This is an optimization exercise on Yosys and OpenROAD, whose aim is small area and a short achievable clock period, not a production implementation. In this exercise RTL edits were held to simulation tests only and were not proved equivalent to the original. Power and IR drop assume default switching activity.

Design conv_top, start of the top module:
module conv_top (
    input  wire        clk,
    input  wire        rst,
    input  wire        pixel_valid,
    input  wire [7:0]  pixel_in,
    input  wire [71:0] kernel_in,
    output wire signed [15:0] conv_out,
    output wire        conv_valid
);
Size in the first run: ~400 flip-flops.
==> flow/config.mk <==
export PLATFORM = sky130hd
export DESIGN_NAME = conv_top
export DESIGN_NICKNAME = conv_top
export VERILOG_FILES = /design/flow/design.v
export SDC_FILE = /design/flow/constraint.sdc
export NUM_CORES = 4
export LEC_CHECK = 0
export CAP_MARGIN = 20
export CORE_MARGIN = 2
export CORE_UTILIZATION = 40
export SLEW_MARGIN = 20
export SYNTH_HIERARCHICAL = 1
==> flow/constraint.sdc <==
create_clock -name core_clock -period 11.0 [get_ports {clk}]
set_input_delay 2.2000 -clock core_clock [delete_from_list [all_inputs] [get_ports {clk}]]
set_output_delay 2.2000 -clock core_clock [all_outputs]
set_load 0.01 [all_outputs]
standard.sh (not shown) runs the stock make flow with config.mk's settings and CLKGATE_MAP_FILE= SYNTH_SCRIPT=/design/flow/synth_recipe.tcl, a recipe that flattens the netlist after the stock synthesis.
==> flow/flow/run.sh <==
#!/bin/bash
bash standard.sh BUFFER_PORTS_ARGS="-buffer_cell sky130_fd_sc_hd__buf_2" SETUP_SLACK_MARGIN=7.75 finish > standard.log 2>&1
The first run passed the timing, design-rule and antenna checks.
Then changed:
- CORE_UTILIZATION: 40 -> 65
- CTS_BUF_LIST: default -> sky130_fd_sc_hd__clkbuf_8
- CTS_CLUSTER_DIAMETER: default -> 60
- CTS_CLUSTER_SIZE: default -> 20
- PLACE_DENSITY: default -> 0.72
Synthesized cell count is unchanged. Via count climbs by 0.92%. Wire length drops by about 9%. Sequential power barely changes. Die area drops by 38%. Worst hold slack improves by 16 ps. Combinational power drops by about 4%. Core utilization climbs by 25 points.
Then changed:
==> flow/flow/run.sh (replaced) <==
#!/bin/bash
bash standard.sh BUFFER_PORTS_ARGS="-buffer_cell sky130_fd_sc_hd__buf_2" SETUP_SLACK_MARGIN=7.85 finish > standard.log 2>&1
- CTS_BUF_LIST: sky130_fd_sc_hd__clkbuf_8 -> default
- CTS_CLUSTER_DIAMETER: 60 -> 80
- CTS_CLUSTER_SIZE: 20 -> 24
Outcome: The new run completed without violations. Setup slack is better by 100 ps. Sequential share of layout area is lower by 0.12 points. Worst hold slack is worse by 4.9 ps. Sequential power barely changes. Power is higher by 1.3%. Fmax is higher by 3.1%. Final area is higher by 0.48%. Wire length is higher by about 0.5%. Critical path depth is unchanged. Global-route usage is higher by 0.23 points. Clock-buffer cell count is higher by 3.
Then changed:
==> flow/flow/run.sh (replaced) <==
#!/bin/bash
bash standard.sh BUFFER_PORTS_ARGS="-buffer_cell sky130_fd_sc_hd__buf_2" finish > standard.log 2>&1
- CORE_UTILIZATION: 65 -> 40
- CTS_CLUSTER_DIAMETER: 80 -> default
- CTS_CLUSTER_SIZE: 24 -> default
- PLACE_DENSITY: 0.72 -> default
What happened: Via count barely changes. Total power rose by about 11%. Area after synthesis stays the same. Final cell count rose by 14%. Non-clock buffer count fell by 31. Routed wire length rose by 8.8%. Die area rose by 61%.
Then changed:
==> flow/flow/run.sh (replaced) <==
#!/bin/bash
bash standard.sh BUFFER_PORTS_ARGS="-buffer_cell sky130_fd_sc_hd__buf_2" SETUP_SLACK_MARGIN=7.75 finish > standard.log 2>&1
- CORE_UTILIZATION: 40 -> 65
- CTS_CLUSTER_DIAMETER: default -> 80
- CTS_CLUSTER_SIZE: default -> 24
- PLACE_DENSITY: default -> 0.72
Hold slack improved by 9.2 ps. Design area goes down by a few percent. Clock power goes down by well over a third. Wire length fell by a little under a tenth. Setup slack improves by 29 ps. Non-clock buffer count goes up by 30. Fmax came out higher slightly. Power fell by roughly a tenth.
Then changed:
- CTS_CLUSTER_DIAMETER: 80 -> default
- CTS_CLUSTER_SIZE: 24 -> default
Effect:
- The changed run finished clean
- global-route usage rose by 0.77 points
- area after synthesis is unchanged
- power is higher by 5.8%
- clock power went up by 42%
- combinational power hardly moves
- non-clock buffer count rises by 2
- design area came out higher by 2.2%

-- port drivers added, routing unchanged --
In the flow no input, the clock included, has a driving cell. The finished layouts below were timed again as built, in two steps. Step 1, drivers: a clkbuf_16 drives clk and a buf_2 each remaining input, both assumed. Step 2 moves the port delays by t, midway between the first and last clock arrival at a register: inputs arrive t later, outputs are due t later. That takes back most of the time a late clock gives input paths. Three values: ideal, step 1, step 2; two values: the first two.
| run | t (ns) | slack for setup (ns) | worst hold slack (ns) | worst register clock-pin slew, ns | pins driven straight from the clock port |
|---|---|---|---|---|---|
| the first run | 0.629 | 7.742 / 7.683 / 7.869 | 0.325 / 0.325 / 0.325 | 0.07 / 0.07 | 1 |
| the second run | 0.708 | 7.619 / 7.565 / 7.852 | 0.341 / 0.341 / 0.341 | 0.12 / 0.12 | 1 |
| the third run | 0.633 | 7.722 / 7.663 / 7.896 | 0.336 / 0.336 / 0.336 | 0.10 / 0.10 | 1 |
| the fourth run | 0.643 | 7.690 / 7.670 / 7.690 | 0.326 / 0.326 / 0.326 | 0.08 / 0.08 | 1 |
| the fifth run | 0.633 | 7.720 / 7.662 / 7.770 | 0.336 / 0.336 / 0.336 | 0.10 / 0.10 | 1 |
| the sixth run | 0.625 | 7.739 / 7.679 / 7.796 | 0.329 / 0.329 / 0.329 | 0.07 / 0.07 | 1 |
After both steps every run listed still meets setup and hold.
